What follows belongs to an exercise in optimizing a design on an open flow for small area; a production flow would make more cautious choices. RTL that was checked went through simulation tests only; none was proved equivalent to the original. Power is estimated from default activity; no workload was simulated.

==> flow/design.v (excerpt) <==
module qpu_exec(
  input  clk,
  input  rst_n,
  input  i_valid,
  input  [31:0] i_ir,
  input  [31:0] i_pc,
  input  i_prdt_taken,
  input  [31:0] i_rs1,
  input  [31:0] i_rs2,
  input  [15:0] i_time,
  input  [11:0] i_qmr,
  input  [131:0] i_edata,
  input  [13:0] i_oprand,
  input  [47:0] i_tqgl_pre,
  input  [47:0] i_tqgl_cur,
  input  cmt_ready,
  input  cwbck_ready,
  input  qcwbck_ready,
  input  twbck_ready,
  input  ewbck_ready,
  output [5:0] o_rs1idx,
  output [5:0] o_rs2idx,
  output o_rs1en,
  output o_rs2en,
  output o_rs1x0,
  output o_rs2x0,
  output o_tqg,
  output o_bxx,
  output [31:0] o_bjp_imm,
  output o_ready,
  output cmt_valid,
  output [31:0] cmt_pc,
  output [31:0] cmt_imm,
  output cmt_bjp,
  output cmt_bjp_prdt,
  output cmt_bjp_rslv,
  output cwbck_valid,
  output [31:0] cwbck_data,
  output [5:0] cwbck_rdidx,
  output qcwbck_valid,
  output [31:0] qcwbck_data,
  output [5:0] qcwbck_rdidx,
  output twbck_valid,
  output [15:0] twbck_data,
  output ewbck_valid,
  output [131:0] ewbck_data,
  output [13:0] ewbck_oprand,
  output [47:0] ewbck_tqgl
  );
  wire [31:0] ir = i_ir;
  wire [4:0]  n_opc    = ir[4:0];
  wire [2:0]  n_f3     = ir[31:29];
  wire        n_q      = ir[0];
  wire        n_branch = (n_opc == 5'b11000);
  wire        n_opimm  = (n_opc == 5'b00010);
  wire        n_op     = (n_opc == 5'b01010);
  wire        n_qwait  = (n_opc == 5'b10010);
  wire        n_fmr    = (n_opc == 5'b11010);
  wire        n_smis   = (n_opc == 5'b00110);
  wire        n_meas   = &ir[9:1];            
  wire        n_pinz   = |n_f3;               
  wire n_arith = n_op | n_opimm;
  ...
Size: about 260 flip-flops, about 820 I/O pins, roughly 13,000 sq um of cells after synthesis.
Settings: LEC_CHECK=0, CAP_MARGIN=20, CORE_AREA=5 5 285 285, DIE_AREA=0 0 290 290, SLEW_MARGIN=20; clock period 12.0 ns.
standard.sh (not shown) runs the stock make flow with config.mk's settings and CLKGATE_MAP_FILE= SYNTH_SCRIPT=/design/flow/synth_recipe.tcl, a recipe that flattens the netlist after the stock synthesis.
==> flow/flow/run.sh <==
#!/bin/bash
# The standard layout (standard.sh), with two changes made through the
# ORFS variables it reads from the environment:
#  - port buffers use the smallest buffer cell (buf_1) instead of the one
#    buffer_ports picks by itself;
#  - clock tree: larger sink clusters on clkbuf_16 and no dummy loads.
set -euo pipefail
export BUFFER_PORTS_ARGS="-buffer_cell sky130_fd_sc_hd__buf_1"
export CTS_ARGS="-sink_clustering_enable -repair_clock_nets -dont_use_dummy_load -sink_clustering_size 22 -sink_clustering_max_diameter 150 -buf_list sky130_fd_sc_hd__clkbuf_16"
bash standard.sh > standard.log 2>&1
The first run finished with timing, DRC and antenna clean.
Next try:
--- a/flow/design.v
+++ b/flow/design.v
@@ -139,39 +139,35 @@
                                 | (i_edata[gi*9 +: 9] & {9{~n_pinz}});
       assign n_oprand[gi] = i_rs1[gi] | (~n_meas & (i_rs2[gi] | (i_oprand[gi] & ~n_pinz)));
     end
   endgenerate
   wire [47:0] n_tqgl = i_tqgl_cur | (i_tqgl_pre & {48{~n_pinz}});
   reg         r_valid;
-  reg  [31:1] r_ir_hi;
-  reg         r_ir0_n;                 
-  wire [31:0] r_ir = {r_ir_hi, ~r_ir0_n};
+  reg  [31:0] r_ir;
   reg  [31:0] r_pc;
   reg         r_prdt_taken;
   reg         r_cmt_ready;
   reg         r_cwbck_ready;
   reg         r_qcwbck_ready;
   reg         r_twbck_ready;
   reg         r_ewbck_ready;
   always @(posedge clk or negedge rst_n) begin
     if (rst_n == 1'b0) begin
       r_valid        <= 1'b0;
-      r_ir_hi        <= 31'd0;
-      r_ir0_n        <= 1'b1;
+      r_ir           <= 32'd0;
       r_pc           <= 32'd0;
       r_prdt_taken   <= 1'b0;
       r_cmt_ready    <= 1'b0;
       r_cwbck_ready  <= 1'b0;
       r_qcwbck_ready <= 1'b0;
       r_twbck_ready  <= 1'b0;
       r_ewbck_ready  <= 1'b0;
     end
     else begin
       r_valid        <= i_valid;
-      r_ir_hi        <= i_ir[31:1];
-      r_ir0_n        <= ~i_ir[0];
+      r_ir           <= i_ir;
       r_pc           <= i_pc;
       r_prdt_taken   <= i_prdt_taken;
       r_cmt_ready    <= cmt_ready;
       r_cwbck_ready  <= cwbck_ready;
       r_qcwbck_ready <= qcwbck_ready;
       r_twbck_ready  <= twbck_ready;
@@ -236,13 +232,13 @@
   assign cwbck_data  = ~(r_res_n | {32{~alu_def}});
   assign qcwbck_data = {{10{r_ir[31] & smis}}, ~(r_res_n[21:0] | {22{~smis}})};
   assign twbck_data  = ~(r_res_n[15:0] | {16{~ntp}});
   wire qi_n = ~(q & ~meas);
   assign ewbck_data   = {{2{~(r_oprand_n | {12{~meas}})}}, ~(r_edata_n | {108{qi_n}})};
   assign ewbck_oprand = {meas, meas, ~(r_oprand_n | {12{qi_n}})};
-  assign ewbck_tqgl   = ~({r_tqgl_n, r_res_n[31:16]} | {48{r_ir0_n}});
+  assign ewbck_tqgl   = ~({r_tqgl_n, r_res_n[31:16]} | {48{~q}});
   assign cwbck_rdidx  = {smis, r_ir[9:5]};
   assign qcwbck_rdidx = {smis, r_ir[9:5]};
   assign cmt_bjp      = branch;
   assign cmt_bjp_prdt = branch & r_prdt_taken;
   assign cmt_bjp_rslv = branch & ~f3[2] & ~r_res_n[0];
   wire rdwen = ~rd_x0 & ~branch & ~store & ~qwait & ~q;
After rerunning:
- setup slack improves by 200 ps
- fmax is higher by 2.1%
- synthesized cell count falls by 0.76%
- global-route usage is about the same
- routed wire length drops by 0.66%
- sequential power hardly moves

Another version of the RTL of qpu_exec (not shown whole).
Size: roughly 1600 cells after synthesis, about 14000 sq um of cells after synthesis.
Settings: LEC_CHECK=0, CAP_MARGIN=20, CORE_MARGIN=2, CORE_UTILIZATION=30, SLEW_MARGIN=20; clock period 12.0 ns.
run.sh (not shown) runs the stock make flow with config.mk's settings and CLKGATE_MAP_FILE= SYNTH_SCRIPT=/design/flow/synth_recipe.tcl, a recipe that flattens the netlist after the stock synthesis.
Stock flow here: none of the scripts above is used.
The starting point ended with an error in I/O pin placement, error PPL-0024.
Change:
--- a/flow/design.v
+++ b/flow/design.v
@@ -71,34 +71,23 @@
                     (n_qwait | n_q)   ? {16'd0, i_time} :
                     n_fmr             ? {20'd0, i_qmr} :
                                         i_rs1;
   wire [31:0] op2 = n_opimm ? n_i_imm :
                     n_smis  ? n_m_imm :
                     n_qwait ? n_w_imm :
                     n_q     ? {29'd0, n_f3} :
                               i_rs2;
-  wire [31:0] add_b = op2 ^ {32{n_sub}};
-  wire [31:0] add_p = op1 ^ add_b;
-  wire [31:0] add_g = op1 & add_b;
-  wire [32:0] add_c;
-  assign add_c[0] = n_sub;
-  genvar gc;
-  generate
-    for (gc = 0; gc < 32; gc = gc + 1) begin : g_carry
-      assign add_c[gc+1] = add_g[gc] | (add_p[gc] & add_c[gc]);
-    end
-  endgenerate
-  wire [31:0] sum = add_p ^ add_c[31:0];
-  wire [31:0] res = n_xor ? add_p :
-                    n_or  ? (add_p | add_g) :
-                    n_and ? add_g :
-                            sum;
-  wire n_eq  = &add_p;
-  wire n_lt  = add_p[31] ^ add_c[32];
+  wire [32:0] sum = {op1[31], op1} + ({33{n_sub}} ^ {op2[31], op2}) + {32'd0, n_sub};
+  wire [31:0] res = n_xor ? (op1 ^ op2) :
+                    n_or  ? (op1 | op2) :
+                    n_and ? (op1 & op2) :
+                            sum[31:0];
+  wire n_eq  = (sum[31:0] == 32'd0);
+  wire n_lt  = sum[32];
   wire n_cmp = n_f3[1] ? (n_lt ^ n_f3[0]) : (n_eq ^ n_f3[0]);
   wire [11:0]  n_oprand;
   wire [107:0] n_edata;
   genvar gi;
   generate
     for (gi = 0; gi < 12; gi = gi + 1) begin : g_qubit
       assign n_edata[gi*9 +: 9] = ({9{i_rs1[gi]}} & ir[9:1])
                                 | ({9{i_rs2[gi]}} & ir[23:15])
What happened: Now the flow completed with no timing, DRC or antenna violations; area after synthesis grows by 6.7%; synthesized cell count goes up by 16%.
For the second run of this note, only the layout was checked, not whether the RTL still works.

==> port drivers added, routing unchanged <==
The flow's constraints put no driver on any port. The routed layouts listed below were extracted and timed again, unchanged, in two steps. Step 1 sets driving cells, clkbuf_16 on the clock port and buf_2 on the other inputs (assumed; they add their load-dependent delay and slew). Step 2 moves the port delays by t, midway between the first and last clock arrival at a register: inputs arrive t later, outputs are due t later. That takes back most of the time a late clock gives input paths. a / b / c = no drivers / after step 1 / after step 2; a / b = the first two.
run	t, ns	slack for setup (ns)	clock arrival spread, ns
the first run of note 1	0.582	2.196 / 2.215 / 1.634	0.039 / 0.039
the second run of note 1	0.568	2.398 / 2.419 / 1.852	0.037 / 0.037
the second run of note 2	0.634	3.468 / 3.473 / 2.839	0.021 / 0.022
After both steps setup and hold are still met in every run listed. The setup slack of the second run of note 2, which loses most, moves by +0.005 ns with the drivers and by -0.629 ns with both steps.
